This design comes from an exercise in tuning for small area on the open sky130 flow, not from production work. At most, simulation tests tie the RTL to the original design; equivalence was not proved. Only the layout flow was run in runs 1 and 2; the RTL was not checked for function there. Power figures rest on the tool's default switching activity, not on a simulated workload.

==> design/flow/design.v <==
module alu (
    input  [15:0] a,
    input  [15:0] b,
    input         sub,       
    input         r_sum,     
    input         r_and,
    input         r_or,
    input         r_xor,
    input         r_ltu,
    output [15:0] sum,
    output [15:0] res,
    output        eq         
);
    wire [15:0] t = b ^ {16{sub}};
    wire [15:0] p = a ^ t;
    wire [15:0] g = a & t;
    wire [16:0] c;
    assign c[0] = sub;
    genvar k;
    generate
        for (k = 0; k < 16; k = k + 1) begin : rc
            assign c[k+1] = g[k] | (p[k] & c[k]);
        end
    endgenerate
    assign sum = p ^ c[15:0];
    assign eq  = ~|p;
    assign res = ({16{r_sum}} & sum) | ({16{r_and}} & g) | ({16{r_or}} & (p | g)) |
                 ({16{r_xor}} & p)   | {15'd0, r_ltu & ~c[16]};
endmodule
module rf_aoi222 (
    input  a1, a2, b1, b2, c1, c2,
    output y
);
    assign y = ~((a1 & a2) | (b1 & b2) | (c1 & c2));
endmodule
module rf_aoi22 (
    input  a1, a2, b1, b2,
    output y
);
    assign y = ~((a1 & a2) | (b1 & b2));
endmodule
module rf_read_bit (
    input  [31:0] sel,
    input  [31:0] d,
    output        y
);
    wire [10:0] n;
    genvar g;
    generate
        for (g = 0; g < 10; g = g + 1) begin : grp
            rf_aoi222 u (.a1(sel[3*g]),   .a2(d[3*g]),
                         .b1(sel[3*g+1]), .b2(d[3*g+1]),
                         .c1(sel[3*g+2]), .c2(d[3*g+2]), .y(n[g]));
        end
    endgenerate
    rf_aoi22 u_last (.a1(sel[30]), .a2(d[30]), .b1(sel[31]), .b2(d[31]), .y(n[10]));
    assign y = ~&n;
endmodule
module rv16_core (
    input         clk,
    input         rst,
    output [15:0] imem_addr,
    input  [31:0] imem_rdata,
    output [15:0] dmem_addr,
    output [15:0] dmem_wdata,
    output        dmem_we,
    output        dmem_re,
    input  [15:0] dmem_rdata
);
    wire [31:0] i = imem_rdata;
    wire [4:0]  rd  = i[11:7];
    wire [2:0]  f3  = i[14:12];
    wire [4:0]  rs1 = i[19:15];
    wire [4:0]  rs2 = i[24:20];
    wire op_r   = i[6:0] == 7'b0110011;
    wire op_i   = i[6:0] == 7'b0010011;
    wire op_ld  = i[6:0] == 7'b0000011;
    wire op_st  = i[6:0] == 7'b0100011;
    wire op_br  = i[6:0] == 7'b1100011;
    wire op_jal = i[6:0] == 7'b1101111;
    reg  [15:1] pc;
    reg  [15:0] rf [1:31];
    wire [15:0] a, b;
    wire [31:0] sel_a, sel_b;
    assign sel_a[0] = 1'b0;
    assign sel_b[0] = 1'b0;
    genvar gk, gj;
    generate
        for (gk = 1; gk < 32; gk = gk + 1) begin : dec
            assign sel_a[gk] = rs1 == gk && !op_jal;
            assign sel_b[gk] = rs2 == gk;
        end
        for (gj = 0; gj < 16; gj = gj + 1) begin : rbit
            wire [31:0] col_a, col_b;
            assign col_a[0] = 1'b0;
            assign col_b[0] = 1'b0;
            for (gk = 1; gk < 32; gk = gk + 1) begin : c
                assign col_a[gk] = rf[gk][gj];
                assign col_b[gk] = rf[gk][gj];
            end
            wire [31:0] da = {col_a[31:1], gj == 0 ? 1'b0 : pc[gj]};
            wire [31:0] sa = {sel_a[31:1], op_jal};
            rf_read_bit ua (.sel(sa), .d(da), .y(a[gj]));
            rf_read_bit ub (.sel(sel_b), .d(col_b), .y(b[gj]));
        end
    endgenerate
    wire [15:0] imm_i = {{4{i[31]}}, i[31:20]};
    wire [15:0] imm_s = {{4{i[31]}}, i[31:25], i[11:7]};
    wire [15:0] imm_b = {{4{i[31]}}, i[7], i[30:25], i[11:8], 1'b0};
    wire [15:0] imm_j = {i[15:12], i[20], i[30:21], 1'b0};
    wire [15:0] opb = (op_r | op_br) ? b :
                      op_st  ? imm_s :
                      op_jal ? 16'd4 : imm_i;
    wire        arith = op_r | op_i;
    wire        sub   = arith & f3[0] & ~f3[1];
    wire [15:0] sum, res;
    wire        eq;
    alu u_alu (
        .a(a), .b(opb), .sub(sub),
        .r_sum(op_jal | (f3[2:1] == 2'b00)),
        .r_and(!op_jal && f3 == 3'd2),
        .r_or (!op_jal && f3 == 3'd3),
        .r_xor(!op_jal && f3 == 3'd4),
        .r_ltu(!op_jal && f3 == 3'd5),
        .sum(sum), .res(res), .eq(eq)
    );
    wire        taken  = op_jal | (op_br & (eq ^ f3[0]));
    wire [15:1] offs   = taken ? (op_jal ? imm_j[15:1] : imm_b[15:1]) : 15'd2;
    wire [15:1] pc_nxt = pc + offs;
    wire        wen = (arith | op_ld | op_jal) & ~rst;
    wire [15:0] wd  = op_ld ? dmem_rdata : res;
    integer k;
    always @(posedge clk) begin
        for (k = 1; k < 32; k = k + 1)
            if (wen && rd == k) rf[k] <= wd;
        pc <= rst ? 15'd0 : pc_nxt;
    end
    assign imem_addr  = {pc, 1'b0};
    assign dmem_addr  = sum;
    assign dmem_wdata = b;
    assign dmem_we    = op_st;
    assign dmem_re    = op_ld;
endmodule
==> design/flow/run.sh <==
#!/bin/bash
# synth_recipe.tcl (not shown) runs the flow's synth.tcl, then flattens the netlist and writes it again
# the make line also repeats each setting of config.mk as NAME=value (left out here)
make -C /OpenROAD-flow-scripts/flow DESIGN_CONFIG=/design/flow/config.mk WORK_HOME=/design/flow/orfs CLKGATE_MAP_FILE= SYNTH_SCRIPT=/design/flow/synth_recipe.tcl finish
==> design/flow/config.mk <==
export PLATFORM = sky130hd
export DESIGN_NAME = rv16_core
export DESIGN_NICKNAME = rv16_core
export VERILOG_FILES = /design/flow/design.v
export SDC_FILE = /design/flow/constraint.sdc
export NUM_CORES = 4
export LEC_CHECK = 0
export CAP_MARGIN = 20
export CORE_MARGIN = 2
export CORE_UTILIZATION = 40
export SLEW_MARGIN = 20
export SYNTH_HIERARCHICAL = 1
export SYNTH_MINIMUM_KEEP_SIZE = 0
==> design/flow/constraint.sdc <==
create_clock -name core_clock -period 11.0 [get_ports {clk}]
set_input_delay 2.2000 -clock core_clock [delete_from_list [all_inputs] [get_ports {clk}]]
set_output_delay 2.2000 -clock core_clock [all_outputs]
set_load 0.01 [all_outputs]
==> metrics.cfg, run 1 <==
[clocking]
cts_buffers=53
clock_path_buffers=3
htreeDepth=2
clock-sinks=511
clock_tree.root_cell=clkbuf_16
hold_buffers=0
clk_pin_slew_ps=60
clk_latency_ps=620
cts_tree=built

[floorplan]
pin_count=100
start_util=0.4035
chipWidth_microns=245.0
die_area_sq_um=60040
rows=88
die_h_microns=245.0
core_sq_um=57590

[timing]
fin_worst_skew_ps=23.61
fmax_ghz=0.08111
tightestPinTransition_ps=1014
final-hold-violation-count=0
rsz0062_at_grt=true
fin_crit_ps=12330
maxSlewViolCount=0
timing.final.crit_share=1.121
maxSlewHeadroom=0.3233
setup_slack_ps=-1329
setup_viol=5

[final_layout]
final_cell_mix=496 x edfxtp_1, 320 x a222oi_1, 313 x buf_4
layout.nets=2143
drive_gt1_frac=0.2968
syn2layout_area_growth_pct=29.54
postLayoutCoreUtil=0.5227
nFillCells=4750
mostFrequentLayoutCell=edfxtp_1

[place]
place.gp.congestion=1.007
place_hpwl_microns=59100
io_buffers=98

[global_routing]
grt_pass1_wl_microns=122600
grt_remaining_overflow=0
grt_pass1_vias=18165
track_usage=0.2815
antenna_found_initial=2
grt_max_degree=32

[power]
power_w=0.004705
worst_ir_drop_vdd_v=0.0001135
pwr_density_cell_nw_per_um2=156.3
power.static_leakage_nw=10.58

[detailed_routing]
dr.pass1.iters=13
wire_per_inst_microns=30.50
drt_first_iter_violations=3947
ant_nets=0
vias_per_cell=6.663
num_vias=18890
drc=0
routed_wl_microns=86460

[logic_synthesis]
synth_warnings=8
synth_area_leaders=edfxtp_1 64%, a222oi_1 14%, ha_1 2.5%
synth_top_cell_by_area=edfxtp_1
yosysTopAreaCellShare=0.6410
synth_cell_type_count=69
synth_cells=1536
ys.flop_type=edfxtp_1
yosys_register_bits=511
avgSynthCellArea_sq_um=15.13
synth_edf_count=496
syn_area_sq_um=23240
ys_async_sr_fraction=0
ys_seq_area_frac=0.6539

[setup_path]
critical_path_class=in2out
path_max_fanout=6
arrival_ps=10130
worstSetupEndpointType=output pin
required_ps=8800
crit_path_start_kind=input pin

[run]
drv_cap=0

[run_status]
status=finished with violations
failed_checks=setup timing

[min_path]
hp-class=reg2reg

-- Yosys stat by module (local to each module, per instance) --
module / cell area [sq um] / cells inside / times used / flip-flops and latches
rv16_core: 17430 / 894 / 1 / 511
alu: 1440 / 162 / 1 / 0
rf_read_bit: 23.77 / 4 / 32 / 0
rf_aoi22: 12.51 / 1 / 32 / 0
rf_aoi222: 10.01 / 1 / 320 / 0
-- sequential cells by signal (all words and copies together), names as in the netlist --
register,count
rf,496
pc,15
-- through the flow --
| step | area [sq um] | std cells | worst slack (ps) | hold WS [ps] | TNS (ps) |
|---|---|---|---|---|---|
| floorplan | 23610 | 1569 | -1007 | 648.2 | -1906 |
| global placement | 27540 | 2679 | -2131 | 684.1 | -22110 |
| detailed placement | 27540 | 2679 | -2201 | 698.7 | -27440 |
| CTS | 29860 | 2822 | -1151 | 707.4 | -3282 |
| global route | 30100 | 2834 | -1361 | 757.6 | -3616 |
| finish | 30100 | 2835 | -1329 | 723.8 | -3350 |
-- cells in the mapped netlist, drive strengths merged (2+ instances only) --
| cell type | n |
|---|---|
| edfxtp | 496 |
| a222oi | 320 |
| nor2 | 114 |
| nand2 | 69 |
| nand4 | 65 |
| ha | 46 |
| nand3 | 39 |
| or3 | 36 |
| inv | 35 |
| a22oi | 33 |
| o21ai | 33 |
| a21oi | 25 |
| xor2 | 25 |
| buf | 21 |
| mux2 | 17 |
| nor3 | 17 |
| fa | 16 |
| a221o | 15 |
| dfxtp | 15 |
| a21o | 11 |
| clkbuf | 11 |
| nand2b | 9 |
| and2 | 8 |
| nand3b | 8 |
| nor2b | 6 |
| xnor2 | 5 |
| nor4 | 4 |
| o21a | 3 |
| a211oi | 2 |
| a31o | 2 |
| and3 | 2 |
| and4 | 2 |
| nor3b | 2 |
| o22ai | 2 |
| or2 | 2 |
-- metal layers --
metal	part of all wire	up-vias	routed length, microns	global-route usage
met2	0.43	1416	37120	0.4109
met1	0.38	9378	32500	0.3838
met5	0.00015	-	13	0
met3	0.13	195	11580	0.07052
li1	-	7899	-	-
met4	0.061	2	5236	0.1566
-- final timing paths --
check,start,endpoint,slack (ps),depth (start not counted)
worst min-delay path,pc[15]$_SDFF_PP0_,pc[15]$_SDFF_PP0_,720,3
worst max-delay path,imem_rdata[4],dmem_addr[15],-1330,27
worst max register to register,rf[21][0]$_DFFE_PP_,pc[14]$_SDFF_PP0_,1960,55
worst min register to register,pc[15]$_SDFF_PP0_,pc[15]$_SDFF_PP0_,720,3
-- layout make-up --
type                       instances  area, sq um  share of cell area
sequential                       511        15190              0.5048
multi-input combinational        991         8401              0.2791
timing repair buffer             439         3702              0.1230
clock buffer                      62         1360             0.04518
tap                              765        957.2             0.03180
clock inverter                    31        350.3             0.01164
inverter                          35        133.9            0.004448
antenna                            1        2.502          0.00008313
-- repair_timing --
action | in CTS | in global routing
pin swaps | 24 | 22
cloned | 1 | 0
setup buffers | 49 | 17
endpoints found under the setup margin | 7 | 19
resized for setup | 138 | 50
-- cells by family (layout without fill, tap and decap cells) --
family                   count (synthesis)  count (layout)  share of synthesized area
flip-flops                             511             511                     0.6539
AO/OA/AOI/OAI                          457             457                     0.1857
AND/OR/NAND/NOR                        391             391                    0.08534
buffers and inverters                   67             567                    0.01475
adder cells (fa/ha/maj)                 62              62                    0.03855
XOR/XNOR                                30              30                    0.01195
multiplexers                            17              17                   0.009692
other                                    1              35                  0.0001614
-- power breakdown --
part / leakage, nW / switching (W) / internal (W)
logic: 5.10 / 0.000422 / 0.000264
clock network: 0.824 / 0.000759 / 0.00103
registers: 4.65 / 0.00000291 / 0.00223
total: 10.6 / 0.00118 / 0.00352
-- worst max-delay path, stage by stage --
cell and delay (ps):
buf_6 90, and3b_2 260, nand2_4 90, inv_4 70
or3_1 150, buf_12 130, nor2_1 70, a222oi_1 450
nand4_1 270, or3_4 410, mux2_4 280, fa_2 340
fa_2 350, fa_2 380, fa_2 360, fa_2 360
fa_2 360, fa_2 360, fa_2 360, fa_2 360
fa_2 350, fa_2 350, fa_2 340, fa_2 340
fa_2 350, fa_1 540, buf_6 130
==> run 2, diff against run 1 <==
--- a/design/flow/config.mk
+++ b/design/flow/config.mk
@@ -9,4 +9,5 @@
 export CORE_MARGIN = 2
 export CORE_UTILIZATION = 40
+export CTS_BUF_LIST = sky130_fd_sc_hd__clkbuf_4 sky130_fd_sc_hd__clkbuf_8
 export SLEW_MARGIN = 20
 export SYNTH_HIERARCHICAL = 1
==> run 2 against run 1 <==
  * The layout still fails its checks (setup timing)
  * Non-clock buffer count fell by 2
  * Critical path depth rose by 1
  * Clock skew rose by 16 ps
  * Highest routed layer unchanged
==> metrics.cfg, run 2 <==
[floorplan]
chipWidth_microns=245.0
start_util=0.4035
die_h_microns=245.0
pin_count=100
die_area_sq_um=60040
core_sq_um=57590
rows=88

[detailed_routing]
ant_nets=0
num_vias=19043
wire_per_inst_microns=30.20
drt_first_iter_violations=4141
routed_wl_microns=87350
drc=0
vias_per_cell=6.585
dr.pass1.iters=11

[power]
p_int_w=0.003375
p_comb_frac=0.150
p_sw_frac=0.2638
seq_power_share=0.487
p_switching_w=0.001209
pwr_density_cell_nw_per_um2=152.3
worst_ir_drop_vdd_v=0.00008249
clkPwrFrac=0.363
power.static_leakage_nw=10.63

[timing]
setup_slack_ps=-1260
fin_crit_ps=12260
fmax_ghz=0.08156
maxSlewViolCount=0
fin_worst_skew_ps=40.08
rsz0062_at_grt=true
tightestPinTransition_ps=1024
setup_tns_ps=-3272
setup_viol=5
maxSlewHeadroom=0.3164
final-hold-violation-count=0
timing.final.crit_share=1.115

[final_layout]
final_cell_mix=496 x edfxtp_1, 320 x a222oi_1, 314 x buf_4
top_regs=rf: 496 flops, pc: 15 flops
mostFrequentLayoutCell=edfxtp_1
nFillCells=4784
top_register=rf
layout.nets=2171
drive_gt1_frac=0.3161
instances_no_fill=2892
syn2layout_area_growth_pct=29.49
postLayoutCoreUtil=0.5225
largest_reg_flops=496

[setup_path]
worstSetupEndpointType=output pin
required_ps=8800
rr_startpoint=rf[21][0]$_DFFE_PP_
crit_path_start_kind=input pin
arrival_ps=10060
r2r-end=pc[15]$_SDFF_PP0_
critical_path_class=in2out
path_max_fanout=5
r2r_slack_ps=1760
reg2reg_depth=57

[logic_synthesis]
synth_area_leaders=edfxtp_1 64%, a222oi_1 14%, ha_1 2.5%
synth_edf_count=496
synth_warnings=8
ys.flop_type=edfxtp_1
synth_fa_ha_area_frac=0.03855
synth_top_cell_by_area=edfxtp_1
synth_xor_area_frac=0.01195
ys_async_sr_fraction=0
ys_seq_area_frac=0.6539
synth_top_family_by_area=compound AO/OA/AOI/OAI gates
yosys.area_share.simple=0.08534
synth_compound_gate_area_share=0.1857
synth_cells=1536
yosysTopAreaCellShare=0.6410
yosys_register_bits=511
synthMuxAreaShare=0.009692
yosysMostFrequentCell=edfxtp_1
netlist_top_cells_count=496 x edfxtp_1, 320 x a222oi_1, 114 x nor2_1, 69 x nand2_1, 65 x nand4_1
syn_area_sq_um=23240
synth_cell_type_count=69
avgSynthCellArea_sq_um=15.13

[clocking]
clk_latency_ps=710
clock-sinks=511
clk_pin_slew_ps=70
htreeDepth=3
hold_buffers=0
clock_path_buffers=3
clock_tree.root_cell=clkbuf_8
cts_tree=built
cts_buffers=83

[place]
place.gp.congestion=1.007
place_inst=2679
place_ws_ps=-2201
io_buffers=98
place_hpwl_microns=59100

[global_routing]
grt_pass1_wl_microns=123000
grt_max_degree=32
grt_pass1_vias=18409
antenna_found_initial=8
track_usage=0.2835
grt_remaining_overflow=0

[min_path]
hold-path-cell-count=3
worstHoldEndpoint=pc[15]$_SDFF_PP0_
min_from=pc[15]$_SDFF_PP0_
hp-class=reg2reg

[run_status]
status=finished with violations
failed_checks=setup timing

[run]
drv_cap=0

run 2: cell counts after synthesis:
Identical to the previous run, type by type.
run 2: Yosys stat by module, one instance, submodules excluded:
module	times used	cell area (sq um)
alu	1	1440
rf_read_bit	32	23.77
rv16_core	1	17430
rf_aoi22	32	12.51
rf_aoi222	320	10.01
run 2: metal layers:
layer  GRT usage  part of all wire  vias up
met3     0.07621              0.14      208
met1      0.3803              0.37     9422
met5           0           0.00039        -
li1            -                 -     7952
met2      0.4192              0.44     1457
met4      0.1532             0.052        4
run 2: power groups by stage:
stage / registers (W) / clock network [W] / logic (W)
floorplan: 0.00227 / 0 / 0.000278
global placement: 0.00227 / 0 / 0.000620
detailed placement: 0.00227 / 0 / 0.000632
CTS: 0.00223 / 0.00169 / 0.000664
global route: 0.00223 / 0.00176 / 0.000719
finish: 0.00223 / 0.00167 / 0.000687
run 2: cell families (layout without fill, tap and decap cells):
group	count (synthesis)	in the layout
flops	511	511
simple gates	391	391
compound gates	457	457
other cells	1	38
mux	17	17
xor+xnor	30	30
fa+ha+maj	62	62
buf+inv	67	621
run 2: what timing repair did:
action,in CTS,in global routing
endpoints found under the hold margin,0,0
setup buffers,51,14
cloned,1,0
setup endpoints to repair,7,19
pin swaps,25,24
resized for setup,150,44
run 2: worst max path at each step:
stage / slack (ps) / startpoint / end
2_1_floorplan: -1010 / imem_rdata[4] / dmem_addr[15]
3_3_place_gp: -2130 / imem_rdata[23] / dmem_addr[15]
3_5_place_dp: -2200 / imem_rdata[23] / dmem_addr[15]
4_1_cts: -1130 / imem_rdata[4] / dmem_addr[15]
5_1_grt: -1320 / imem_rdata[4] / dmem_addr[15]
6_report: -1260 / imem_rdata[4] / dmem_addr[15]
run 2: layout make-up:
type | instances | area (sq um) | share of cell area
antenna | 4 | 10.01 | 0.0003327
clock inverter | 39 | 315.3 | 0.01048
clock buffer | 110 | 1351 | 0.04491
inverter | 35 | 133.9 | 0.004449
sequential | 511 | 15190 | 0.5050
tap | 765 | 957.2 | 0.03181
multi-input combinational | 991 | 8443 | 0.2806
timing repair buffer | 437 | 3684 | 0.1224
run 2: per-stage QoR:
step                      hold WS (ps)  power, W  cell area [sq um]
after global placement           684.1  0.002892              27540
after floorplan                  648.2  0.002547              23610
after CTS                        708.5  0.004582              29870
after global routing             755.4  0.004713              30080
after detailed placement         698.7  0.002904              27540
final                            712.5  0.004584              30090
run 2: worst max-delay path: stages:
cell	delay (ps)
buf_6	90
and3b_2	260
nand2_4	90
inv_4	70
nor2_2	40
nand2_2	100
buf_12	130
nor2_2	60
a222oi_1	390
nand4_1	240
or3_4	460
mux2_4	280
fa_2	340
fa_2	350
fa_2	380
fa_2	360
fa_2	360
fa_2	360
fa_2	350
fa_2	360
fa_2	360
fa_2	350
fa_2	350
fa_2	340
fa_2	340
fa_2	350
fa_1	540
buf_6	130
==> run 3, diff against run 2 <==
--- a/design/flow/design.v
+++ b/design/flow/design.v
@@ -1,30 +1,57 @@
+module c_xor2  (input a, b, output y); assign y = a ^ b;     endmodule
+module c_xnor2 (input a, b, output y); assign y = ~(a ^ b);  endmodule
+module c_and2  (input a, b, output y); assign y = a & b;     endmodule
+module c_nand2 (input a, b, output y); assign y = ~(a & b);  endmodule
+module c_nor2  (input a, b, output y); assign y = ~(a | b);  endmodule
+module c_aoi21 (input a1, a2, b1, output y); assign y = ~((a1 & a2) | b1); endmodule
+module c_aoi222 (input a1, a2, b1, b2, c1, c2, output y);
+    assign y = ~((a1 & a2) | (b1 & b2) | (c1 & c2));
+endmodule
 module alu (
     input  [15:0] a,
     input  [15:0] b,
     input         sub,       
-    input         r_sum,     
-    input         r_and,
-    input         r_or,
-    input         r_xor,
-    input         r_ltu,
+    input         s_sum,     
+    input         s_g,       
+    input         s_p,       
+    input         s_ltu,     
+    input         ld,        
+    input  [15:0] ld_data,
     output [15:0] sum,
-    output [15:0] res,
+    output [15:0] wd,        
     output        eq         
 );
-    wire [15:0] t = b ^ {16{sub}};
-    wire [15:0] p = a ^ t;
-    wire [15:0] g = a & t;
-    wire [16:0] c;
+    wire [15:0] t, p, g, rn, ln;
+    wire [16:0] c;           
     assign c[0] = sub;
     genvar k;
     generate
-        for (k = 0; k < 16; k = k + 1) begin : rc
-            assign c[k+1] = g[k] | (p[k] & c[k]);
+        for (k = 0; k < 16; k = k + 1) begin : bit_
+            c_xor2  u_t (.a(b[k]), .b(sub), .y(t[k]));
+            c_xor2  u_p (.a(a[k]), .b(t[k]), .y(p[k]));
+            if (k % 2 == 0) begin : ev
+                c_and2  u_g (.a(a[k]), .b(t[k]), .y(g[k]));
+                c_aoi21 u_c (.a1(p[k]), .a2(c[k]), .b1(g[k]), .y(c[k+1]));
+                c_xor2  u_s (.a(p[k]), .b(c[k]), .y(sum[k]));
+            end else begin : od
+                wire gn;   
+                c_nor2  u_gn (.a(a[k]), .b(t[k]), .y(gn));
+                c_nor2  u_g  (.a(p[k]), .b(gn), .y(g[k]));
+                c_aoi21 u_c  (.a1(p[k]), .a2(c[k]), .b1(gn), .y(c[k+1]));
+                c_xnor2 u_s  (.a(p[k]), .b(c[k]), .y(sum[k]));
+            end
+            c_aoi222 u_r (.a1(s_sum), .a2(sum[k]), .b1(s_g), .b2(g[k]),
+                          .c1(s_p), .c2(p[k]), .y(rn[k]));
+            c_nand2 u_l (.a(ld), .b(ld_data[k]), .y(ln[k]));
+            if (k == 0) begin : b0
+                wire ltn;
+                assign ltn = ~(s_ltu & ~c[16]);
+                assign wd[k] = ~(rn[k] & ln[k] & ltn);
+            end else begin : bn
+                c_nand2 u_w (.a(rn[k]), .b(ln[k]), .y(wd[k]));
+            end
         end
     endgenerate
-    assign sum = p ^ c[15:0];
-    assign eq  = ~|p;
-    assign res = ({16{r_sum}} & sum) | ({16{r_and}} & g) | ({16{r_or}} & (p | g)) |
-                 ({16{r_xor}} & p)   | {15'd0, r_ltu & ~c[16]};
+    assign eq = ~|p;
 endmodule
 module rf_aoi222 (
@@ -34,9 +61,9 @@
     assign y = ~((a1 & a2) | (b1 & b2) | (c1 & c2));
 endmodule
-module rf_aoi22 (
-    input  a1, a2, b1, b2,
+module rf_nand2 (
+    input  a, b,
     output y
 );
-    assign y = ~((a1 & a2) | (b1 & b2));
+    assign y = ~(a & b);
 endmodule
 module rf_read_bit (
@@ -45,5 +72,5 @@
     output        y
 );
-    wire [10:0] n;
+    wire [11:0] n;
     genvar g;
     generate
@@ -54,5 +81,6 @@
         end
     endgenerate
-    rf_aoi22 u_last (.a1(sel[30]), .a2(d[30]), .b1(sel[31]), .b2(d[31]), .y(n[10]));
+    rf_nand2 u_30 (.a(sel[30]), .b(d[30]), .y(n[10]));
+    rf_nand2 u_31 (.a(sel[31]), .b(d[31]), .y(n[11]));
     assign y = ~&n;
 endmodule
@@ -114,14 +142,15 @@
     wire        arith = op_r | op_i;
     wire        sub   = arith & f3[0] & ~f3[1];
-    wire [15:0] sum, res;
+    wire [15:0] sum, wd;
     wire        eq;
+    wire        nl = ~op_ld;
     alu u_alu (
         .a(a), .b(opb), .sub(sub),
-        .r_sum(op_jal | (f3[2:1] == 2'b00)),
-        .r_and(!op_jal && f3 == 3'd2),
-        .r_or (!op_jal && f3 == 3'd3),
-        .r_xor(!op_jal && f3 == 3'd4),
-        .r_ltu(!op_jal && f3 == 3'd5),
-        .sum(sum), .res(res), .eq(eq)
+        .s_sum(nl & (op_jal | (f3[2:1] == 2'b00))),
+        .s_g  (nl & !op_jal && (f3 == 3'd2 || f3 == 3'd3)),
+        .s_p  (nl & !op_jal && (f3 == 3'd3 || f3 == 3'd4)),
+        .s_ltu(nl & !op_jal && f3 == 3'd5),
+        .ld(op_ld), .ld_data(dmem_rdata),
+        .sum(sum), .wd(wd), .eq(eq)
     );
     wire        taken  = op_jal | (op_br & (eq ^ f3[0]));
@@ -129,5 +158,4 @@
     wire [15:1] pc_nxt = pc + offs;
     wire        wen = (arith | op_ld | op_jal) & ~rst;
-    wire [15:0] wd  = op_ld ? dmem_rdata : res;
     integer k;
     always @(posedge clk) begin
--- a/design/flow/config.mk
+++ b/design/flow/config.mk
@@ -9,5 +9,4 @@
 export CORE_MARGIN = 2
 export CORE_UTILIZATION = 40
-export CTS_BUF_LIST = sky130_fd_sc_hd__clkbuf_4 sky130_fd_sc_hd__clkbuf_8
 export SLEW_MARGIN = 20
 export SYNTH_HIERARCHICAL = 1
==> run 3 against run 2 <==
  * Die area fell by 2.8%
  * Sequential power barely moved
  * Global-route usage fell by 0.80 points
  * Largest cell class unchanged
  * Now clean on timing, DRC and antenna
  * Flip-flop and latch count did not move
==> metrics.cfg, run 3 <==
[detailed_routing]
drc=0
routed_wl_microns=83340
wire_per_inst_microns=31.76
num_vias=18013
drt_first_iter_violations=4254
ant_nets=0
dr.pass1.iters=11
vias_per_cell=6.865

[clocking]
post_cts_buffers=0
cts_tree=built
htreeDepth=2
clock_path_buffers=3
clock-sinks=511
clk_latency_ps=600
clk_pin_slew_ps=60
clock_tree.root_cell=clkbuf_16
cts_buffers=53

[place]
place_hpwl_microns=57450
place.gp.congestion=0.9963
placed_area_sq_um=25560
io_buffers=98

[floorplan]
pin_count=100
chipWidth_microns=241.5
rows=87
core_sq_um=56060
die_h_microns=241.5
start_util=0.4026
die_area_sq_um=58340

[logic_synthesis]
ys_seq_area_frac=0.6733
ys.flop_type=edfxtp_1
synth_cell_type_count=61
synth_cells=1536
netlist_top_cells_count=496 x edfxtp_1, 336 x a222oi_1, 148 x nand2_1, 105 x nor2_1, 102 x nand4_1
yosys_register_bits=511
avgSynthCellArea_sq_um=14.69
synth_top_cell_by_area=edfxtp_1
synth_edf_count=496
synth_area_leaders=edfxtp_1 66%, a222oi_1 15%, nand4_1 2.8%
ys_async_sr_fraction=0
yosysMostFrequentCell=edfxtp_1
syn_area_sq_um=22570
synth_warnings=8
yosysTopAreaCellShare=0.6600

[global_routing]
track_usage=0.2755
grt_pass1_wl_microns=118300
antenna_found_initial=6
grt_max_degree=35
grt_pass1_vias=17020
grt_remaining_overflow=0

[setup_path]
crit_path_start_kind=input pin
worstSetupEndpointType=output pin
arrival_ps=8500
path_max_fanout=13
critical_path_class=in2out
required_ps=8800

[final_layout]
layout.nets=1886
postLayoutCoreUtil=0.4872
top_register=rf
mostFrequentLayoutCell=edfxtp_1
fin_area_sq_um=27310
largest_reg_flops=496
final_cell_mix=496 x edfxtp_1, 336 x a222oi_1, 142 x nand2_1
nFillCells=4833
drive_gt1_frac=0.1394
top_regs=rf: 496 flops, pc: 15 flops
syn2layout_area_growth_pct=21.01

[timing]
fin_worst_skew_ps=23.94
fmax_ghz=0.09344
fin_crit_ps=10700
hold_ws_ps=675.0
rsz0062_at_grt=false
tightestPinTransition_ps=1187
setup_viol=0
final-hold-violation-count=0
maxSlewViolCount=0
timing.final.crit_share=0.9729
maxSlewHeadroom=0.2060
setup_tns_ps=0

[power]
power.static_leakage_nw=8.945
worst_ir_drop_vdd_v=0.0001162
pwr_density_cell_nw_per_um2=170.8

[min_path]
hp-class=reg2reg

[run]
drv_cap=0

[run_status]
status=finished clean

-- run 3: cell count changes in the layout (fill, tap and decap cells not counted), moves of 27 or more --
cell and delta:
ha_1 -27, nor2_1 +31, clkbuf_16 +53, clkbuf_8 -84, nand2_1 +82, a22oi_2 -32
clkbuf_4 -28, nand4_1 +37, buf_4 -195
-- run 3: cells by family (layout without fill, tap and decap cells) --
group,count (synthesis),count (layout),synth area share
flops,511,511,0.6733
simple gates,498,498,0.1120
compound gates,421,421,0.1764
xor+xnor,57,57,0.02212
buf+inv,31,327,0.006376
fa+ha+maj,15,15,0.008649
mux,2,2,0.0009979
other cells,1,37,0.0001662
-- run 3: critical path, cell delays in order --
cell             delay, ps
clkdlybuf4s50_1        620
and3b_4                270
nand2_2                220
nand3_1                450
nor2_1                1020
buf_4                  330
nand2_1                 80
nand4_1                120
or3_1                  160
xor2_1                 220
a21oi_2                100
a21oi_2                200
a21oi_2                110
a21oi_2                190
a21oi_2                100
a21oi_2                200
a21oi_2                 90
a21oi_2                200
a21oi_2                100
a21oi_2                190
a21oi_2                 90
a21oi_2                200
a21oi_2                100
a21oi_2                200
xnor2_1                160
clkdlybuf4s50_1        570
-- run 3: final timing paths --
| kind | startpoint | endpoint | slack (ps) | cells past startpoint |
|---|---|---|---|---|
| min reg2reg | pc[15]$_SDFF_PP0_ | pc[15]$_SDFF_PP0_ | 670 | 3 |
| max | imem_rdata[4] | dmem_addr[15] | 300 | 26 |
| max reg2reg | rf[21][7]$_DFFE_PP_ | pc[13]$_SDFF_PP0_ | 4960 | 21 |
| min | pc[15]$_SDFF_PP0_ | pc[15]$_SDFF_PP0_ | 670 | 3 |
-- run 3: layout make-up --
cell class	instances	area [sq um]	share of cell area
flip-flops and latches	511	15190	0.5564
multi-input cells	1027	7528	0.2757
repair buffers	219	1917	0.07019
clock buffers	64	1368	0.05008
well taps	756	945.9	0.03464
clock inverters	35	315.3	0.01155
inverters	9	33.78	0.001237
diodes	3	7.507	0.0002749
-- run 3: metrics by stage --
stage | total power [W] | setup slack (ps) | cells
after global placement | 0.002913 | 250.5 | 2519
after floorplan | 0.002575 | 1646 | 1569
after detailed placement | 0.002924 | 466.8 | 2519
final | 0.004665 | 298.2 | 2624
after CTS | 0.004672 | 459.1 | 2618
after global routing | 0.004788 | 89.86 | 2621
-- run 3: where the power goes --
group | leakage, nW | internal [W] | switching [W]
sequential | 4.65 | 0.00225 | 0.00000404
combinational | 3.47 | 0.000201 | 0.000444
clock | 0.824 | 0.00102 | 0.000742
total | 8.94 | 0.00348 | 0.00119
-- run 3: Yosys stat by module, one instance, submodules excluded --
module	area, sq um	times used
c_nand2	3.754	31
c_aoi21	8.758	16
rv16_core	17330	1
c_xnor2	8.758	8
c_and2	6.256	8
c_nor2	3.754	16
c_aoi222	10.01	16
rf_nand2	3.754	64
c_xor2	8.758	40
rf_read_bit	25.02	32
alu	45.04	1
rf_aoi222	10.01	320
-- run 3: timing repair --
action	CTS	global route
setup endpoints to repair	0	1
hold buffers	0	0
gates resized for setup	0	2
hold endpoints to repair	0	0
-- run 3: per-layer routing --
layer	routed length, microns	up-vias	GRT usage
met5	14	-	0
met4	3235	2	0.1019
met3	10460	146	0.06326
met2	36800	1378	0.4174
met1	32830	9000	0.3872
li1	-	7487	-
==> run 4, diff against run 3 <==
--- a/design/flow/config.mk
+++ b/design/flow/config.mk
@@ -9,4 +9,6 @@
 export CORE_MARGIN = 2
 export CORE_UTILIZATION = 40
+export CTS_CLUSTER_DIAMETER = 100
+export CTS_CLUSTER_SIZE = 30
 export SLEW_MARGIN = 20
 export SYNTH_HIERARCHICAL = 1
==> run 4 against run 3 <==
  * Still clean
  * Worst setup slack improved by 36 ps
  * Sequential power about the same
  * Global-route usage down 0.39 points
  * Clock-buffer cell count shrank 41
  * Hold slack improved by 6.0 ps
  * Die area is the same
  * Non-clock buffer count is 1 lower
  * Sequential share of layout area rose by 2.1 points
  * Wire length decreased by 1.0%
  * First-iteration DRC count is 4.2% lower
  * Synthesized cell count unchanged
  * Critical path type unchanged
==> metrics.cfg, run 4 <==
[detailed_routing]
ant_nets=0
routed_wl_microns=82500
dr.pass1.iters=14
drt_first_iter_violations=4074
drc=0
wire_per_inst_microns=32.25
vias_per_cell=6.952
num_vias=17783

[final_layout]
mostFrequentLayoutCell=edfxtp_1
fin_area_sq_um=26320
layout.nets=1855
top_regs=rf: 496 flops, pc: 15 flops
final_cell_mix=496 x edfxtp_1, 336 x a222oi_1, 142 x nand2_1
syn2layout_area_growth_pct=16.63
top_register=rf
nFillCells=4911
largest_reg_flops=496
instances_no_fill=2558
drive_gt1_frac=0.1229

[setup_path]
worstSetupEndpointType=output pin
path_max_fanout=13
critical_path_class=in2out
required_ps=8800
crit_path_start_kind=input pin
arrival_ps=8470

[timing]
timing.final.crit_share=0.9696
setup_tns_ps=0
maxSlewHeadroom=0.2296
final-hold-violation-count=0
fin_worst_skew_ps=32.75
setup_slack_ps=333.9
fmax_ghz=0.09375
tightestPinTransition_ps=1151
setup_viol=0
maxSlewViolCount=0
rsz0062_at_grt=false
fin_crit_ps=10670

[logic_synthesis]
avgSynthCellArea_sq_um=14.69
netlist_top_cells_count=496 x edfxtp_1, 336 x a222oi_1, 148 x nand2_1, 105 x nor2_1, 102 x nand4_1
yosys_register_bits=511
synth_cell_type_count=61
synth_area_leaders=edfxtp_1 66%, a222oi_1 15%, nand4_1 2.8%
synth_top_cell_by_area=edfxtp_1
ys_seq_area_frac=0.6733
synth_cells=1536
yosysTopAreaCellShare=0.6600
ys_async_sr_fraction=0
yosysMostFrequentCell=edfxtp_1
syn_area_sq_um=22570
synth_warnings=8
ys.flop_type=edfxtp_1
synth_edf_count=496

[clocking]
cts_buffers=23
cts_tree=built
clk_latency_ps=600
htreeDepth=1
clock-sinks=511
clock_tree.root_cell=clkbuf_16
clock_path_buffers=3
post_cts_buffers=0
clk_pin_slew_ps=110

[floorplan]
chipWidth_microns=241.5
die_area_sq_um=58340
start_util=0.4026
die_h_microns=241.5
core_sq_um=56060
pin_count=100
rows=87

[place]
place.gp.congestion=0.9963
placed_area_sq_um=25560
io_buffers=98
place_hpwl_microns=57450
place_ws_ps=466.8
place_inst=2519

[min_path]
hp-class=reg2reg

[power]
worst_ir_drop_vdd_v=0.0001297
power.static_leakage_nw=8.449
power_w=0.003929
pwr_density_cell_nw_per_um2=149.3

[global_routing]
busiest_layer=met2
grt_remaining_overflow=0
antenna_found_initial=6
track_usage=0.2715
grt_pass1_wl_microns=117100
grt_use_met2=0.4109
grt_pass1_vias=16667
grt_max_degree=35
grt_use_met1=0.3891
use_met3=0.05294

[run]
drv_cap=0

[run_status]
status=finished clean

## run 4: power breakdown
| group | switching, W | internal [W] |
|---|---|---|
| Combinational | 0.000441 | 0.000201 |
| Clock | 0.000633 | 0.000401 |
| Sequential | 0.00000396 | 0.00225 |
| Total | 0.00108 | 0.00285 |
## run 4: cell type report
class / instances / area, sq um / share of cell area
tap: 756 / 945.9 / 0.03594
multi-input combinational: 1027 / 7531 / 0.2861
clock inverter: 10 / 120.1 / 0.004564
clock buffer: 23 / 575.6 / 0.02187
sequential: 511 / 15190 / 0.5773
inverter: 9 / 33.78 / 0.001284
timing repair buffer: 218 / 1909 / 0.07254
antenna: 4 / 10.01 / 0.0003803
## run 4: repair_timing
action / 4_1_cts / 5_1_grt
endpoints found under the setup margin: 0 / 1
hold endpoints to repair: 0 / 0
hold buffers: 0 / 0
gates resized for setup: 0 / 2
## run 4: path summary, 6_finish.rpt
| path | from | to | slack, ps | depth (start not counted) |
|---|---|---|---|---|
| worst max-delay path | imem_rdata[4] | dmem_addr[15] | 330 | 26 |
| worst min-delay path | pc[15]$_SDFF_PP0_ | pc[15]$_SDFF_PP0_ | 680 | 3 |
| worst max register to register | rf[18][9]$_DFFE_PP_ | pc[13]$_SDFF_PP0_ | 5040 | 21 |
| worst min register to register | pc[15]$_SDFF_PP0_ | pc[15]$_SDFF_PP0_ | 680 | 3 |
## run 4: Yosys stat by module, one instance, submodules excluded, a selection
module | flip-flops and latches | copies in the design | cells inside | cell area (sq um)
c_nand2 | 0 | 31 | 1 | 3.754
rf_nand2 | 0 | 64 | 1 | 3.754
rf_aoi222 | 0 | 320 | 1 | 10.01
c_aoi222 | 0 | 16 | 1 | 10.01
rv16_core | 511 | 1 | 882 | 17330
c_xnor2 | 0 | 8 | 1 | 8.758
alu | 0 | 1 | 7 | 45.04
c_and2 | 0 | 8 | 1 | 6.256
## run 4: cell families after synthesis
kind of cell	share of synthesized area
mux	0.0009979
fa+ha+maj	0.008649
buf+inv	0.006376
compound gates	0.1764
flops	0.6733
simple gates	0.1120
other cells	0.0001662
xor+xnor	0.02212
## run 4: layer usage
| layer | vias to the layer above | share of wire |
|---|---|---|
| met5 | - | 0 |
| met4 | 0 | 0.039 |
| met3 | 129 | 0.13 |
| met2 | 1362 | 0.44 |
| met1 | 8909 | 0.39 |
| li1 | 7383 | - |
## run 4: worst max-delay path, stage by stage
cell and delay, ps:
clkdlybuf4s50_1 620, and3b_4 270, nand2_2 220, nand3_1 450, nor2_1 1020, buf_4 320
nand2_1 70, nand4_1 120, or3_1 160, xor2_1 220, a21oi_2 110, a21oi_2 190
a21oi_2 100, a21oi_2 180, a21oi_2 100, a21oi_2 200, a21oi_2 90, a21oi_2 200
a21oi_2 100, a21oi_2 190, a21oi_2 90, a21oi_2 200, a21oi_2 100, a21oi_2 210
xnor2_1 160, clkdlybuf4s50_1 570
## run 4: through the flow
stage                 util  hold WS [ps]
finish              0.4695         680.9
global route        0.4693         734.3
CTS                 0.4684         674.1
detailed placement  0.4560         653.0
global placement    0.4559         640.8
floorplan                -         642.4
==> run 5, diff against run 4 <==
==> design/flow/flow/run.sh (new file) <==
#!/bin/bash
# The standard layout, with the smallest buffer on the ports.
set -euo pipefail
bash standard.sh BUFFER_PORTS_ARGS="-buffer_cell sky130_fd_sc_hd__buf_1" finish > make.log 2>&1
==> design/flow/standard.sh (new file) <==
#!/bin/bash
# synth_recipe.tcl (not shown) runs the flow's synth.tcl, then flattens the netlist and writes it again
# the make line also repeats each setting of config.mk as NAME=value (left out here)
make -C /OpenROAD-flow-scripts/flow DESIGN_CONFIG=/design/flow/config.mk WORK_HOME=/design/flow/orfs CLKGATE_MAP_FILE= SYNTH_SCRIPT=/design/flow/synth_recipe.tcl "${@:-finish}"
removed: design/flow/run.sh
==> run 5 against run 4 <==
  * Still clean
  * Non-clock buffer count is 17 lower
  * Clock power hardly changed
  * First-iteration DRC count is 4.0% higher
  * Cell area is 3.0% lower
  * Sequential power hardly changed
  * Worst setup slack better by 260 ps
  * Power is 2.1% lower
  * Global-route usage is 0.080 points lower
  * Hold slack better by 13 ps
  * Sequential share of layout area is 1.8 points higher
  * Critical endpoint unchanged
  * Largest cell class unchanged
  * Highest routed layer is now met5
==> metrics.cfg, run 5 <==
[global_routing]
grt_pass1_vias=16170
track_usage=0.2707
antenna_found_initial=9
grt_max_degree=35
grt_pass1_wl_microns=116100
grt_remaining_overflow=0

[timing]
fin_worst_skew_ps=24.32
maxSlewViolCount=0
fin_crit_ps=10410
final-hold-violation-count=0
setup_tns_ps=0
rsz0062_at_grt=false
tightestPinTransition_ps=1193
maxSlewHeadroom=0.2016
timing.final.crit_share=0.9462
setup_slack_ps=591.5
setup_viol=0
fmax_ghz=0.09607

[place]
io_buffers=98
place_hpwl_microns=57310
placed_area_sq_um=24820
place_inst=2504
place_ws_ps=800.1
place.gp.congestion=1.021

[setup_path]
worstSetupEndpointType=output pin
required_ps=8800
arrival_ps=8210
r2r_slack_ps=4880
rr_startpoint=rf[18][14]$_DFFE_PP_
crit_path_start_kind=input pin
path_max_fanout=16
critical_path_class=in2out
r2r-end=pc[13]$_SDFF_PP0_
reg2reg_depth=20

[logic_synthesis]
yosysMostFrequentCell=edfxtp_1
yosys_register_bits=511
avgSynthCellArea_sq_um=14.69
synth_edf_count=496
ys_async_sr_fraction=0
synth_cells=1536
ys.flop_type=edfxtp_1
netlist_top_cells_count=496 x edfxtp_1, 336 x a222oi_1, 148 x nand2_1, 105 x nor2_1, 102 x nand4_1
syn_area_sq_um=22570
synth_warnings=8
synth_cell_type_count=61
yosysTopAreaCellShare=0.6600
ys_seq_area_frac=0.6733
synth_top_cell_by_area=edfxtp_1
synth_area_leaders=edfxtp_1 66%, a222oi_1 15%, nand4_1 2.8%

[clocking]
cts_tree=built
clk_pin_slew_ps=100
post_cts_buffers=0
clock_path_buffers=3
clk_latency_ps=590
hold_buffers=0
cts_resized=0
cts_buffers=23
htreeDepth=1
clock-sinks=511
clock_tree.root_cell=clkbuf_16

[final_layout]
final_cell_mix=496 x edfxtp_1, 336 x a222oi_1, 145 x nand2_1
instances_no_fill=2540
syn2layout_area_growth_pct=13.14
fin_area_sq_um=25530
layout.nets=1838
top_regs=rf: 496 flops, pc: 15 flops
largest_reg_flops=496
top_register=rf
mostFrequentLayoutCell=edfxtp_1
drive_gt1_frac=0.1118

[min_path]
min_from=pc[15]$_SDFF_PP0_
worstHoldEndpoint=pc[15]$_SDFF_PP0_
hp-class=reg2reg
hold-path-cell-count=3

[floorplan]
rows=87
die_area_sq_um=58340
core_sq_um=56060
pin_count=100
start_util=0.4026
die_h_microns=241.5
chipWidth_microns=241.5

[run_status]
status=finished clean

[power]
power.static_leakage_nw=8.081
seq_power_share=0.585
p_switching_w=0.001063
worst_ir_drop_vdd_v=0.0001051
clkPwrFrac=0.266
p_int_w=0.002784
pwr_density_cell_nw_per_um2=150.7
p_comb_frac=0.149
p_sw_frac=0.2764

[detailed_routing]
num_vias=17635
dr.pass1.iters=11
routed_wl_microns=82730
wire_per_inst_microns=32.57
drt_first_iter_violations=4235
ant_nets=0
drc=0
vias_per_cell=6.943

[run]
drv_cap=0

-- run 5: logic make-up after synthesis --
logic type,share of synthesized area
DFF,0.6733
and+or+nand+nor,0.1120
AOI/OAI and AO/OA,0.1764
xor gates and xnor gates,0.02212
buffers and inverters,0.006376
adders and majority gates,0.008649
muxes,0.0009979
other,0.0001662
-- run 5: per-layer routing --
layer	wire [microns]	share of wire	GRT usage	up-vias
met5	35	0.00042	0	-
met4	2730	0.033	0.08440	6
met3	10640	0.13	0.05461	99
met2	36610	0.44	0.4088	1346
met1	32710	0.40	0.3933	8840
li1	-	-	-	7344
-- run 5: per-stage QoR --
stage / total power [W] / util / hold WS (ps)
global route: 0.003957 / 0.4553 / 752.9
global placement: 0.002850 / 0.4426 / 639.7
floorplan: 0.002575 / - / 642.4
finish: 0.003848 / 0.4555 / 693.7
CTS: 0.003855 / 0.4551 / 684.2
detailed placement: 0.002859 / 0.4428 / 665.5
-- run 5: worst max-delay path by stage --
stage	start	endpoint	slack (ps)	cells past startpoint
after floorplan	imem_rdata[3]	dmem_addr[15]	1650	20
after global placement	imem_rdata[6]	dmem_addr[15]	1010	28
after detailed placement	imem_rdata[6]	dmem_addr[15]	800	28
after CTS	imem_rdata[6]	dmem_addr[15]	780	28
after global routing	imem_rdata[6]	dmem_addr[15]	290	28
final	imem_rdata[6]	dmem_addr[15]	590	28
-- run 5: layout make-up --
type	instances	area, sq um
clock inverters	7	107.6
clock buffers	25	583.1
flip-flops and latches	511	15190
fillers	4968	30530
inverters	9	33.78
diodes	4	10.01
repair buffers	201	1141
multi-input cells	1027	7517
well taps	756	945.9
-- run 5: Yosys stat by module (local to each module, per instance), excerpt --
module	area, sq um	copies in the design
rf_read_bit	25.02	32
c_nand2	3.754	31
c_aoi222	10.01	16
c_and2	6.256	8
c_xor2	8.758	40
c_aoi21	8.758	16
c_xnor2	8.758	8
c_nor2	3.754	16
-- run 5: worst max-delay path, stage by stage --
cell and delay, ps:
buf_1 340, and3b_4 300, nand2_2 190, inv_2 140, nor2_1 50, nand2_1 350
nor2_1 350, a222oi_1 630, nand4_1 230, or3_1 460, xor2_1 370, a21oi_2 140
a21oi_2 200, a21oi_2 100, a21oi_2 200, a21oi_2 100, a21oi_2 190, a21oi_2 90
a21oi_2 190, a21oi_2 90, a21oi_2 200, a21oi_2 100, a21oi_2 200, a21oi_2 90
a21oi_2 190, a21oi_2 90, xnor2_1 240, buf_1 180
-- run 5: power groups by stage --
stage | clock network (W) | registers (W) | logic (W)
2_1_floorplan | 0 | 0.00230 | 0.000278
3_3_place_gp | 0 | 0.00230 | 0.000553
3_5_place_dp | 0 | 0.00230 | 0.000562
4_1_cts | 0.00104 | 0.00225 | 0.000562
5_1_grt | 0.00110 | 0.00225 | 0.000601
6_report | 0.00102 | 0.00225 | 0.000572
==> run 6, diff against run 5 <==
--- a/design/flow/config.mk
+++ b/design/flow/config.mk
@@ -11,4 +11,5 @@
 export CTS_CLUSTER_DIAMETER = 100
 export CTS_CLUSTER_SIZE = 30
+export GPL_TIMING_DRIVEN = 0
 export SLEW_MARGIN = 20
 export SYNTH_HIERARCHICAL = 1
==> run 6 against run 5 <==
  * Power down 1.4%
  * Non-clock buffer count down 1
  * Worst setup slack worse by 300 ps
  * Sequential power about the same
==> metrics.cfg, run 6 <==
[run_status]
status=finished clean

[final_layout]
top_regs=rf: 496 flops, pc: 15 flops
multi_input_area_sq_um=7737
nFillCells=4922
largest_reg_flops=496
instances_no_fill=2534
regArea_sq_um=15190
top_register=rf
syn2layout_area_growth_pct=14.57
mostFrequentLayoutCell=edfxtp_1
drive_gt1_frac=0.1480
layout.nets=1835
final_cell_mix=496 x edfxtp_1, 336 x a222oi_1, 133 x nand2_1

[logic_synthesis]
ys.flop_type=edfxtp_1
yosys.area_share.simple=0.1120
netlist_top_cells_count=496 x edfxtp_1, 336 x a222oi_1, 148 x nand2_1, 105 x nor2_1, 102 x nand4_1
yosysTopAreaCellShare=0.6600
synth_compound_gate_area_share=0.1764
yosysMostFrequentCell=edfxtp_1
synth_cells=1536
yosys_register_bits=511
synth_xor_area_frac=0.02212
synth_top_family_by_area=compound AO/OA/AOI/OAI gates
ys_seq_area_frac=0.6733
synth_fa_ha_area_frac=0.008649
ys_async_sr_fraction=0
synthMuxAreaShare=0.0009979
avgSynthCellArea_sq_um=14.69
syn_area_sq_um=22570
synth_area_leaders=edfxtp_1 66%, a222oi_1 15%, nand4_1 2.8%
synth_top_cell_by_area=edfxtp_1
synth_cell_type_count=61
synth_edf_count=496
synth_warnings=8

[place]
io_buffers=96
place_ws_ps=364.9
place_inst=2505
place.gp.congestion=1.043
place_hpwl_microns=57580

[floorplan]
core_sq_um=56060
pin_count=100
die_h_microns=241.5
start_util=0.4026
rows=87
chipWidth_microns=241.5
die_area_sq_um=58340

[timing]
tightestPinTransition_ps=1015
fin_crit_ps=10710
timing.final.crit_share=0.9737
setup_viol=0
rsz0062_at_grt=false
fmax_ghz=0.09337
setup_tns_ps=0
setup_slack_ps=289.8
maxSlewViolCount=0
maxSlewHeadroom=0.3206
final-hold-violation-count=0
hold_ws_ps=720.3
fin_worst_skew_ps=48.77

[setup_path]
path_max_fanout=16
crit_path_start_kind=input pin
critical_path_class=in2out
required_ps=8800
r2r_slack_ps=4360
r2r-end=rf[20][15]$_DFFE_PP_
reg2reg_depth=25
worstSetupEndpointType=output pin
rr_startpoint=rf[18][0]$_DFFE_PP_
arrival_ps=8510

[clocking]
cts_tree=built
post_cts_buffers=0
clk_pin_slew_ps=120
htreeDepth=1
clock_path_buffers=3
clk_latency_ps=600
clock-sinks=511
clock_tree.root_cell=clkbuf_16
cts_buffers=21

[detailed_routing]
drt_first_iter_violations=4225
num_vias=17799
vias_per_cell=7.024
wire_per_inst_microns=31.72
routed_wl_microns=80380
drc=0
ant_nets=0
dr.pass1.iters=13

[power]
power_w=0.003794
worst_ir_drop_vdd_v=0.00009406
power.static_leakage_nw=8.068
pwr_density_cell_nw_per_um2=146.7

[min_path]
hold-path-cell-count=3
min_from=pc[15]$_SDFF_PP0_
hp-class=reg2reg
worstHoldEndpoint=pc[15]$_SDFF_PP0_

[global_routing]
grt_pass1_vias=16575
track_usage=0.2639
grt_remaining_overflow=0
grt_pass1_wl_microns=113400
antenna_found_initial=6
grt_max_degree=32

[run]
drv_cap=0

run 6: cell counts after synthesis:
No cell type changed its count.
run 6: how the worst max path moves through the flow:
stage                               from             to  slack, ps  cells past startpoint
after floorplan            imem_rdata[3]  dmem_addr[15]       1650                     20
after global placement    imem_rdata[21]  dmem_addr[15]       -850                     28
after detailed placement   imem_rdata[4]  dmem_addr[15]        360                     28
after CTS                 imem_rdata[20]  dmem_addr[15]        350                     27
after global routing       imem_rdata[5]  dmem_addr[15]         30                     29
final                      imem_rdata[4]  dmem_addr[15]        290                     27
run 6: cells by family after synthesis:
kind of cell             count (synthesis)
flip-flops                             511
AND/OR/NAND/NOR                        498
AO/OA/AOI/OAI                          421
XOR/XNOR                                57
buffers and inverters                   31
adder cells (fa/ha/maj)                 15
multiplexers                             2
other                                    1
run 6: stage by stage:
stage | util | area [sq um]
finish | 0.4612 | 25860
global placement | 0.4281 | 24000
global route | 0.4612 | 25850
CTS | 0.4609 | 25840
floorplan | - | 22690
detailed placement | 0.4500 | 25220
run 6: modules after synthesis (local to each module, per instance), a selection:
module,area [sq um],flops+latches
alu,45.04,0
rf_read_bit,25.02,0
rf_aoi222,10.01,0
c_xor2,8.758,0
c_aoi21,8.758,0
c_xnor2,8.758,0
c_and2,6.256,0
rf_nand2,3.754,0
c_nor2,3.754,0
run 6: final cells by class:
cell class              count  area share
multi-input cells        1027      0.2993
clock inverters             4    0.002613
plain buffers              20    0.004065
inverters                   9    0.001307
diodes                      1  0.00009678
well taps                 756     0.03658
clock buffers              26     0.02105
flip-flops and latches    511      0.5877
repair buffers            180     0.04737
run 6: report_power, final:
group / switching, W / leakage, nW / internal [W]
Clock: 0.000589 / 0.298 / 0.000386
Combinational: 0.000432 / 3.12 / 0.000131
Sequential: 0.00000430 / 4.65 / 0.00225
run 6: worst max-delay path, cell delays in order:
cell and delay [ps]:
buf_1 150, and3b_4 360, nand2_2 90, inv_2 110, or3_1 500, nor2_2 320
a222oi_1 690, nand4_1 430, or3_1 570, xor2_1 370, a21oi_2 130, a21oi_2 190
a21oi_2 100, a21oi_2 240, a21oi_2 110, a21oi_2 200, a21oi_2 100, a21oi_2 210
a21oi_2 100, a21oi_2 230, a21oi_2 110, a21oi_2 190, a21oi_2 90, a21oi_2 180
a21oi_2 90, xnor2_1 230, buf_1 200
run 6: timing repair:
| action | CTS | global route |
|---|---|---|
| hold buffers | 0 | 0 |
| endpoints found under the setup margin | 0 | 2 |
| resized for setup | 0 | 6 |
run 6: metal layers:
layer	global-route usage	up-vias	share of wire
met1	0.3544	8846	0.36
met5	0	-	0.00045
met3	0.06570	178	0.14
li1	-	7335	-
met4	0.1034	6	0.047
met2	0.4126	1434	0.45
==> run 7, diff against run 6 <==
--- a/design/flow/design.v
+++ b/design/flow/design.v
@@ -85,4 +85,21 @@
     assign y = ~&n;
 endmodule
+module rf_read_bit31 (
+    input  [31:1] sel,
+    input  [31:1] d,
+    output        y
+);
+    wire [10:0] n;
+    genvar g;
+    generate
+        for (g = 0; g < 10; g = g + 1) begin : grp
+            rf_aoi222 u (.a1(sel[3*g+1]), .a2(d[3*g+1]),
+                         .b1(sel[3*g+2]), .b2(d[3*g+2]),
+                         .c1(sel[3*g+3]), .c2(d[3*g+3]), .y(n[g]));
+        end
+    endgenerate
+    rf_nand2 u_31 (.a(sel[31]), .b(d[31]), .y(n[10]));
+    assign y = ~&n;
+endmodule
 module rv16_core (
     input         clk,
@@ -111,11 +128,26 @@
     wire [15:0] a, b;
     wire [31:0] sel_a, sel_b;
+    wire [31:1] we;
     assign sel_a[0] = 1'b0;
     assign sel_b[0] = 1'b0;
+    wire [3:0] lo_a_n, lo_b_n, lo_w_n;
+    wire [7:0] hi_a_n, hi_b_n, hi_w_n;
+    wire       wen;
     genvar gk, gj;
     generate
+        for (gk = 0; gk < 4; gk = gk + 1) begin : pdl
+            assign lo_a_n[gk] = ~(rs1[1:0] == gk);
+            assign lo_b_n[gk] = ~(rs2[1:0] == gk);
+            assign lo_w_n[gk] = ~(rd[1:0] == gk);
+        end
+        for (gk = 0; gk < 8; gk = gk + 1) begin : pdh
+            assign hi_a_n[gk] = ~(rs1[4:2] == gk && !op_jal);
+            assign hi_b_n[gk] = ~(rs2[4:2] == gk);
+            assign hi_w_n[gk] = ~(rd[4:2] == gk && wen);
+        end
         for (gk = 1; gk < 32; gk = gk + 1) begin : dec
-            assign sel_a[gk] = rs1 == gk && !op_jal;
-            assign sel_b[gk] = rs2 == gk;
+            c_nor2 ua (.a(hi_a_n[gk/4]), .b(lo_a_n[gk%4]), .y(sel_a[gk]));
+            c_nor2 ub (.a(hi_b_n[gk/4]), .b(lo_b_n[gk%4]), .y(sel_b[gk]));
+            c_nor2 uw (.a(hi_w_n[gk/4]), .b(lo_w_n[gk%4]), .y(we[gk]));
         end
         for (gj = 0; gj < 16; gj = gj + 1) begin : rbit
@@ -130,5 +162,5 @@
             wire [31:0] sa = {sel_a[31:1], op_jal};
             rf_read_bit ua (.sel(sa), .d(da), .y(a[gj]));
-            rf_read_bit ub (.sel(sel_b), .d(col_b), .y(b[gj]));
+            rf_read_bit31 ub (.sel(sel_b[31:1]), .d(col_b[31:1]), .y(b[gj]));
         end
     endgenerate
@@ -157,9 +189,9 @@
     wire [15:1] offs   = taken ? (op_jal ? imm_j[15:1] : imm_b[15:1]) : 15'd2;
     wire [15:1] pc_nxt = pc + offs;
-    wire        wen = (arith | op_ld | op_jal) & ~rst;
+    assign      wen = (arith | op_ld | op_jal) & ~rst;
     integer k;
     always @(posedge clk) begin
         for (k = 1; k < 32; k = k + 1)
-            if (wen && rd == k) rf[k] <= wd;
+            if (we[k]) rf[k] <= wd;
         pc <= rst ? 15'd0 : pc_nxt;
     end
--- a/design/flow/config.mk
+++ b/design/flow/config.mk
@@ -6,11 +6,10 @@
 export NUM_CORES = 4
 export LEC_CHECK = 0
-export CAP_MARGIN = 20
+export CAP_MARGIN = 0
 export CORE_MARGIN = 2
 export CORE_UTILIZATION = 40
 export CTS_CLUSTER_DIAMETER = 100
 export CTS_CLUSTER_SIZE = 30
-export GPL_TIMING_DRIVEN = 0
-export SLEW_MARGIN = 20
+export SLEW_MARGIN = 0
 export SYNTH_HIERARCHICAL = 1
 export SYNTH_MINIMUM_KEEP_SIZE = 0
==> run 7 against run 6 <==
  * Critical path depth grew 2
  * Cell area shrank 3.1%
  * Still clean on timing, DRC and antenna
  * Critical path type unchanged
  * Area after synthesis shrank 1.2%
==> metrics.cfg, run 7 <==
[run_status]
status=finished clean

[final_layout]
instances_no_fill=2481
drive_gt1_frac=0.09988
mostFrequentLayoutCell=edfxtp_1
largest_reg_flops=496
syn2layout_area_growth_pct=12.39
top_register=rf
layout.nets=1784
top_regs=rf: 496 flops, pc: 15 flops
postLayoutCoreUtil=0.4549
final_cell_mix=496 x edfxtp_1, 336 x a222oi_1, 126 x nand2_1

[setup_path]
critical_path_class=in2out
cpPeakStageDelay_ps=490
crit_path_start_kind=input pin
r2r-end=rf[1][14]$_DFFE_PP_
rr_startpoint=rf[6][0]$_DFFE_PP_
required_ps=8800
slowest_stage=or2_2
r2r_slack_ps=4530
reg2reg_depth=24
path_max_fanout=20
arrival_ps=7840
cp_common_cell=a21oi_2
worstSetupEndpointType=output pin

[floorplan]
die_h_microns=240.1
rows=86
core_sq_um=55090
start_util=0.4048
pin_count=100
die_area_sq_um=57660
chipWidth_microns=240.1

[min_path]
worstHoldEndpoint=pc[1]$_SDFF_PP0_
min_from=pc[1]$_SDFF_PP0_
hp-class=reg2reg
hold-path-cell-count=2

[global_routing]
antenna_found_initial=1
grt_pass1_wl_microns=123700
grt_remaining_overflow=0
grt_max_degree=32
track_usage=0.3074
grt_pass1_vias=16815

[power]
p_sw_frac=0.2647
power.static_leakage_nw=8.057
worst_ir_drop_vdd_v=0.00009763
p_int_w=0.002796
p_comb_frac=0.138
pwr_density_cell_nw_per_um2=151.7
seq_power_share=0.593
p_switching_w=0.001007
clkPwrFrac=0.270

[logic_synthesis]
synth_top_cell_by_area=edfxtp_1
yosysMostFrequentCell=edfxtp_1
yosys_register_bits=511
ys.flop_type=edfxtp_1
ys_async_sr_fraction=0
synth_cell_type_count=51
avgSynthCellArea_sq_um=14.82
synth_area_leaders=edfxtp_1 67%, a222oi_1 15%, nand4_1 2.4%
syn_area_sq_um=22300
ys_seq_area_frac=0.6813
synth_warnings=8
netlist_top_cells_count=496 x edfxtp_1, 336 x a222oi_1, 128 x nor2_1, 126 x nand2_1, 85 x nand4_1
synth_cells=1505
yosysTopAreaCellShare=0.6679
synth_edf_count=496

[timing]
timing.final.crit_share=0.9123
maxSlewHeadroom=0.08128
maxSlewViolCount=0
setup_slack_ps=964.7
final-hold-violation-count=0
fin_crit_ps=10040
tightestPinTransition_ps=1375
setup_viol=0
setup_tns_ps=0
fin_worst_skew_ps=23.76
fmax_ghz=0.09965
rsz0062_at_grt=false

[detailed_routing]
vias_per_cell=7.125
ant_nets=0
dr.pass1.iters=13
drc=0
routed_wl_microns=90440
wire_per_inst_microns=36.45
drt_first_iter_violations=4633
num_vias=17677

[clocking]
htreeDepth=1
clock_path_buffers=3
clk_pin_slew_ps=120
post_cts_buffers=0
clock_tree.root_cell=clkbuf_16
cts_buffers=22
hold_buffers=0
clock-sinks=511
cts_tree=built
clk_latency_ps=590
cts_resized=0

[place]
place_ws_ps=1070
place.gp.congestion=1.037
place_inst=2443
place_hpwl_microns=65380
io_buffers=98

[run]
drv_cap=0

==> run 7: cell types whose count changed in the layout (fill, tap and decap cells not counted), moves of 17 or more <==
cell     delta
buf_4      +67
buf_6      -28
conb_1     -32
nand3_1    +21
nand4_1    -17
nor2_1     +85
nor2_2     -58
nor3_2     -19
==> run 7: power by group through the flow <==
| stage | clock network [W] | logic, W | registers [W] |
|---|---|---|---|
| final | 0.00103 | 0.000523 | 0.00225 |
| after global routing | 0.00110 | 0.000551 | 0.00226 |
| after detailed placement | 0 | 0.000512 | 0.00230 |
| after floorplan | 0 | 0.000266 | 0.00229 |
| after CTS | 0.00104 | 0.000512 | 0.00225 |
| after global placement | 0 | 0.000506 | 0.00230 |
==> run 7: worst max-delay path: cells and delay by family <==
family | cells | cell delay, ps
XOR/XNOR | 2 | 600
buffers and inverters | 4 | 730
AO/OA/AOI/OAI | 16 | 2540
AND/OR/NAND/NOR | 7 | 1730
==> run 7: worst max-delay path by stage <==
stage	slack, ps	endpoint	from	cells after the start
after floorplan	1890	dmem_addr[15]	imem_rdata[4]	27
after global placement	1160	dmem_addr[15]	imem_rdata[4]	29
after detailed placement	1070	dmem_addr[15]	imem_rdata[4]	29
after CTS	1030	dmem_addr[15]	imem_rdata[5]	29
after global routing	490	dmem_addr[15]	imem_rdata[5]	29
final	960	dmem_addr[15]	imem_rdata[5]	29
==> run 7: final cells by class <==
cell class	count	area, sq um
fillers	4976	30030
flip-flops and latches	511	15190
multi-input cells	977	7066
repair buffers	201	1141
well taps	748	935.9
clock buffers	31	636.9
clock inverters	6	65.06
inverters	6	22.52
diodes	1	2.502
==> run 7: Yosys stat by module (local to each module, per instance), excerpt <==
module / copies in the design / cell area [sq um]
alu: 1 / 45.04
c_and2: 8 / 6.256
c_aoi21: 16 / 8.758
c_aoi222: 16 / 10.01
c_nand2: 31 / 3.754
c_nor2: 109 / 3.754
c_xnor2: 8 / 8.758
c_xor2: 40 / 8.758
rf_nand2: 48 / 3.754
rf_read_bit: 16 / 25.02
rf_read_bit31: 16 / 23.77
rv16_core: 1 / 16800
==> run 7: kinds of logic after synthesis <==
| family | synth area share |
|---|---|
| XOR/XNOR | 0.02199 |
| AO/OA/AOI/OAI | 0.1771 |
| buffers and inverters | 0.003254 |
| multiplexers | 0.001010 |
| adder cells (fa/ha/maj) | 0.008752 |
| flip-flops | 0.6813 |
| AND/OR/NAND/NOR | 0.1064 |
| other | 0.0001682 |
==> run 7: metal layers <==
layer	share of wire	wire length [microns]	vias up	GRT usage
li1	-	-	7222	-
met1	0.36	32240	8783	0.3965
met2	0.45	40410	1451	0.4802
met3	0.13	11440	219	0.06108
met4	0.070	6330	2	0.1865
met5	0.00011	10	-	0
==> run 7: through the flow <==
stage	area, sq um	total power, W	hold slack (ps)
2_1_floorplan	22310	0.002560	648.1
3_3_place_gp	24360	0.002804	708.2
3_5_place_dp	24360	0.002811	717.6
4_1_cts	25060	0.003804	745.1
5_1_grt	25060	0.003910	836.4
6_report	25060	0.003803	763.3

## afterwards: timing with drivers on the ports
The flow's constraints put no driver on any port. The routed layouts listed below were extracted and timed again, unchanged, in two steps.
Step 1, drivers: a clkbuf_16 drives clk and a buf_2 each remaining input, both assumed.
Step 2, shift: input delay + t, output delay - t, t = (earliest + latest rising clock arrival at the registers) / 2. This alone moves slack from input paths to output paths.
Slacks: ideal / step 1 / step 2; pairs: ideal / step 1.
| run | t (ns) | setup slack, ns | hold WS [ns] |
|---|---|---|---|
| run 1 | 0.673 | -1.329 / -1.368 / -1.368 | 0.724 / 0.724 / 0.724 |
| run 2 | 0.744 | -1.260 / -1.299 / -1.299 | 0.712 / 0.712 / 0.712 |
| run 3 | 0.651 | 0.298 / 0.270 / 0.270 | 0.675 / 0.675 / 0.675 |
| run 4 | 0.637 | 0.334 / 0.307 / 0.307 | 0.681 / 0.681 / 0.681 |
| run 5 | 0.639 | 0.591 / 0.563 / 0.563 | 0.694 / 0.694 / 0.694 |
| run 6 | 0.637 | 0.290 / 0.269 / 0.269 | 0.720 / 0.720 / 0.720 |
| run 7 | 0.635 | 0.965 / 0.942 / 0.942 | 0.763 / 0.763 / 0.763 |
